This is an optimization exercise on Yosys and OpenROAD, whose aim is small area and a short achievable clock period, not a production implementation. Only simulation tests tie the RTL to the original design; equivalence was not proved.

==> flow/design.v <==
module GCC(READY_, Xc, Yc, Xi, Yi, Wi, RESET_, CLK);
input CLK, RESET_;
input [7:0] Xi, Yi;
input [3:0] Wi;
output READY_;
output [7:0] Xc, Yc;
reg READY_, delay;
reg [7:0] Xc, Yc;
reg [7:0] X_tmp[0:5];
reg [7:0] Y_tmp[0:5];
reg [3:0] W_tmp[0:5];
reg rm_valid;
reg [2:0] num, rm_num;
reg [16:0] distance[0:5];
reg [16:0] max_dis;
reg same_dis[0:5];
wire [14:0] XW_sum = X_tmp[0] * W_tmp[0] + X_tmp[1] * W_tmp[1] + X_tmp[2] * W_tmp[2] + X_tmp[3] * W_tmp[3] + X_tmp[4] * W_tmp[4] + X_tmp[5] * W_tmp[5];
wire [14:0] YW_sum = Y_tmp[0] * W_tmp[0] + Y_tmp[1] * W_tmp[1] + Y_tmp[2] * W_tmp[2] + Y_tmp[3] * W_tmp[3] + Y_tmp[4] * W_tmp[4] + Y_tmp[5] * W_tmp[5];
wire [6:0] W_sum = W_tmp[0] + W_tmp[1] + W_tmp[2] + W_tmp[3] + W_tmp[4] + W_tmp[5];
wire [7:0] Xc_n = (W_sum == 7'd0) ? 8'd0 : (XW_sum + W_sum[6:1]) / W_sum;
wire [7:0] Yc_n = (W_sum == 7'd0) ? 8'd0 : (YW_sum + W_sum[6:1]) / W_sum;
integer i, j;
always@(posedge CLK, negedge RESET_)begin
    if(!RESET_)begin
        for(i = 0; i < 6; i = i + 1)begin
            X_tmp[i] <= 8'd0;
            Y_tmp[i] <= 8'd0;
            W_tmp[i] <= 4'd0;
        end
    end
    else begin
        if(rm_valid)begin
            X_tmp[rm_num] <= Xi;
            Y_tmp[rm_num] <= Yi;
            W_tmp[rm_num] <= Wi;
        end
        else begin
            X_tmp[num] <= Xi;
            Y_tmp[num] <= Yi;
            W_tmp[num] <= Wi;
        end
    end
end
always@(posedge CLK, negedge RESET_)begin
    if(!RESET_)begin
        READY_ <= 1'b1;
        delay <= 1'b1;
        Xc <= 8'd0;
        Yc <= 8'd0;
        num <= 3'd0;
        rm_valid <= 1'b0;
    end
    else begin
        Xc <= Xc_n;
        Yc <= Yc_n;
        delay <= 1'b0;
        READY_ <= delay;
        if(num < 3'd6) num <= num + 1'd1;
        if(num > 3'd4) rm_valid <= 1'b1;
    end
end
always@(*)begin
    for(j = 0; j < 6; j = j + 1)begin
        distance[j] = (X_tmp[j] - Xc_n) * (X_tmp[j] - Xc_n) + (Y_tmp[j] - Yc_n) * (Y_tmp[j] - Yc_n);
    end
    max_dis = distance[0];
    rm_num = 3'd0;
    for(j = 1; j < 6; j = j + 1)begin
        if(max_dis < distance[j])begin
            max_dis = distance[j];
            rm_num = j;
        end
    end
end
endmodule
==> flow/run.sh <==
#!/bin/bash
# synth_recipe.tcl (not shown) runs the flow's synth.tcl, then flattens the netlist and writes it again
# the make line also repeats each setting of config.mk as NAME=value (left out here)
make -C /OpenROAD-flow-scripts/flow DESIGN_CONFIG=/design/flow/config.mk WORK_HOME=/design/flow/orfs CLKGATE_MAP_FILE= SYNTH_SCRIPT=/design/flow/synth_recipe.tcl finish
==> flow/config.mk <==
export PLATFORM = sky130hd
export DESIGN_NAME = GCC
export DESIGN_NICKNAME = GCC
export VERILOG_FILES = /design/flow/design.v
export SDC_FILE = /design/flow/constraint.sdc
export NUM_CORES = 4
export LEC_CHECK = 0
export CAP_MARGIN = 20
export CORE_MARGIN = 2
export CORE_UTILIZATION = 40
export PLACE_DENSITY = 0.6
export SLEW_MARGIN = 20
==> flow/constraint.sdc <==
create_clock -name core_clock -period 52.0 [get_ports {CLK}]
set_input_delay 10.4000 -clock core_clock [delete_from_list [all_inputs] [get_ports {CLK}]]
set_output_delay 10.4000 -clock core_clock [all_outputs]
set_load 0.01 [all_outputs]
==> impl_metrics.json <==
{
  "status": "finished clean",
  "antenna_found_initial": 20,
  "clkTransAtPathRegs_ps": 90,
  "worstHoldPathCells": 0,
  "wl_met3_microns": 12100,
  "dieArea_sq_um": 164000,
  "n_fill_cell": 15500,
  "reg2reg_slack_ps": 2290,
  "layout.nets": 9505,
  "synth-edff-count": 0,
  "slowest_delay_ps": 580,
  "yosysSeqAreaShare_pct": 5.52,
  "maxCapViolCount": 0,
  "globalplace.congestion": 0.971,
  "synth_area_leaders": "fa_1 37%, ha_1 17%, inv_1 9.7%, dfrtp_1 5.4%, nand2_1 3.8%",
  "dieHeight_microns": 405,
  "avgSynthCellArea_sq_um": 8.98,
  "root_buffer": "clkbuf_16",
  "drt-met1-wl_microns": 80500,
  "worstSetupPathType": "reg2reg",
  "ys_ff_latch": 142,
  "r2r_start": "W_tmp[5][2]",
  "vias": 49800,
  "cts_max_path_buffers": 2,
  "grt_max_degree": 76,
  "critPathArrivalTime_ps": 50100,
  "cp_common_cell": "o21a_1",
  "grt_pass1_wl_microns": 296000,
  "required_ps": 52390,
  "core-area_sq_um": 160000,
  "netlist.area_leader.share_pct": 36.7,
  "critical_path.top_delay_family": "compound AO/OA/AOI/OAI gates",
  "drtIter0Drc": 3192,
  "cts_tree": "done",
  "synth.net_count": 9236,
  "finalMaxSlewViolations": 0,
  "wirelength_microns": 187000,
  "highest_layer": "met5",
  "io_pins": 39,
  "insertion_delay_ps": 520,
  "yosys.area.top_type": "fa_1",
  "via_per_inst": 5.17,
  "ys.flop_type": "dfrtp_1",
  "drt_pass1_iterations": 6,
  "cp.buffers_inverters": 22,
  "grt_usage_pct": 23.2,
  "place_hpwl_microns": 159000,
  "synthDistinctLibCells": 115,
  "grt_pass1_vias": 52500,
  "start_util_pct": 40.2,
  "overflow": 0,
  "post_drt_wl_per_cell_microns": 19.4,
  "clock-skew-final_ps": 25.2,
  "hp-start": "delay",
  "reg2reg_to": "Y_tmp[2][4]",
  "fin_crit_ps": 49710,
  "port_buffers": 38,
  "timing.final.hold_violations": 0,
  "synth.most_common_cell": "inv_1",
  "routed-wl-met2_microns": 88000,
  "cts_sinks": 142,
  "hold_path_class": "reg2reg",
  "dp.cells": 9490,
  "dpl_cell_area_sq_um": 68900,
  "synthesis.area_sq_um": 64400,
  "syn_to_final_growth_pct": 10.9,
  "final_area_sq_um": 71400,
  "fmax_mhz": 20.1,
  "critPathSlowestCell": "or4b_4",
  "drc": 0,
  "holdWs_ps": 357,
  "std_cell_rows": 147,
  "holdPathEnd": "READY_",
  "final_core_util_pct": 44.6,
  "rr_worst_depth": 251,
  "ys_async_sr_fraction_pct": 100,
  "end_kind": "flop",
  "drtAntennaViolNets": 0,
  "slew_headroom_pct": 15.6,
  "htreeDepth": 4,
  "min_period_over_period_pct": 95.6,
  "yosysWarnings": 5,
  "layout-drive-gt1-share_pct": 10.5,
  "cp-start-kind": "flop",
  "cts_buffers": 17,
  "netlist_instances": 7173,
  "die_w_microns": 405,
  "worstMarginPinSlew_ps": 1260,
  "setup_viol": 0,
  "fin_cells": 9620,
  "crit_fanout": 20,
  "ys_top_cells_by_count": "1,660 x inv_1, 1,180 x fa_1, 861 x ha_1"
}
[flip-flops by register name (all words and copies together) (netlist names)]
name      count
Xc            8
num           3
Yc            8
rm_valid      1
Y_tmp        48
X_tmp        48
delay         1
W_tmp        24
READY_        1
[area by class of cell]
type / instances / area (sq um) / share of cell area [%]
multi-input combinational: 5240 / 55300 / 77.4
clock inverter: 13 / 181 / 0.254
inverter: 1680 / 6320 / 8.84
tap: 2160 / 2700 / 3.78
sequential: 142 / 3560 / 4.98
antenna: 6 / 15.0 / 0.0210
clock buffer: 18 / 429 / 0.601
timing repair buffer: 361 / 2930 / 4.10
[cells in the final DEF (no fill, tap or decap), types with 16 or more instances in the layout]
master and instances:
clkbuf_16 19, nor2_1 338, clkdlybuf4s50_1 37, nor3_1 102, o21ai_2 22, a21oi_2 42, and2_1 298, nor2b_1 37
o21a_1 93, mux2i_1 26, fa_1 1170, nor2_2 17, a21oi_1 180, a211oi_1 19, dfrtp_1 140, o21ai_0 86
xor2_1 79, or3_1 19, buf_4 308, nand2_1 645, ha_1 843, o21bai_1 72, o21ai_1 28, mux2_2 141
inv_1 1654, or4_1 41, o211ai_1 54, o31ai_1 34, nand3_1 74, a21o_1 131, xnor2_1 219, clkinv_1 16
nand2b_1 47, nand4_1 27
[logic make-up (layout without fill, tap and decap cells)]
| family | count (synthesis) | count (layout) | synth area share, % |
|---|---|---|---|
| xor gates and xnor gates | 312 | 312 | 4.24 |
| other | 1 | 7 | 0.00582 |
| and+or+nand+nor | 1751 | 1751 | 13.0 |
| DFF | 142 | 142 | 5.52 |
| buffers and inverters | 1791 | 2072 | 10.5 |
| AOI/OAI and AO/OA | 955 | 955 | 10.2 |
| adders and majority gates | 2041 | 2041 | 53.4 |
| muxes | 180 | 180 | 3.13 |
[through the flow]
stage / worst slack [ps] / TNS (ps)
CTS: 0.881 / 0
finish: 2290 / 0
detailed placement: -1150 / -112290
global placement: -76.4 / -631
global route: -382 / -37700
floorplan: 77.5 / 0
[worst max-delay path by stage]
stage,startpoint,endpoint,slack [ps],depth (start not counted)
2_1_floorplan,W_tmp[4][3],W_tmp[3][0],80,256
6_report,W_tmp[5][2],Y_tmp[2][4],2290,251
3_5_place_dp,W_tmp[3][3],X_tmp[0][0],-1150,248
3_3_place_gp,W_tmp[3][3],W_tmp[0][3],-80,247
4_1_cts,W_tmp[0][3],W_tmp[0][1],0.9,255
5_1_grt,W_tmp[2][2],Y_tmp[1][7],-380,261
[per-layer routing]
metal | vias to the layer above | GRT usage (%)
met5 | - | 0
met4 | 12 | 6.85
li1 | 23200 | -
met1 | 25100 | 31.4
met3 | 266 | 3.65
met2 | 1178 | 38.4
[repair_timing]
item,CTS,global route
pin swaps,3,120
cloned,0,3
buffers inserted,1,89
hold buffers,0,0
gates resized for setup,35,273
endpoints found under the setup margin,120,120

-- what the ideal ports hide --
No port has a modelled driver above. Below, the same layout with a new extraction and two added sets of constraints. Step 1: set_driving_cell puts a clkbuf_16 on CLK and a buf_2 on each other input, an assumption about the parent block. Step 2, shift: input delay + t, output delay - t, t = (earliest + latest rising clock arrival at the registers) / 2. This alone moves slack from input paths to output paths. Three values: no drivers, after step 1, after step 2; two values: the first two.
shift t [ns]: 0.579
setup slack, ns: 2.294 / 2.294 / 2.294
latest minus earliest clock arrival (ns): 0.025 / 0.026
slew at the worst register clock pin (ns): 0.09 / 0.09
After both steps this run still meets setup and hold. For this run, drivers alone change the setup slack by 0.000 ns; drivers and shift together by 0.000 ns.
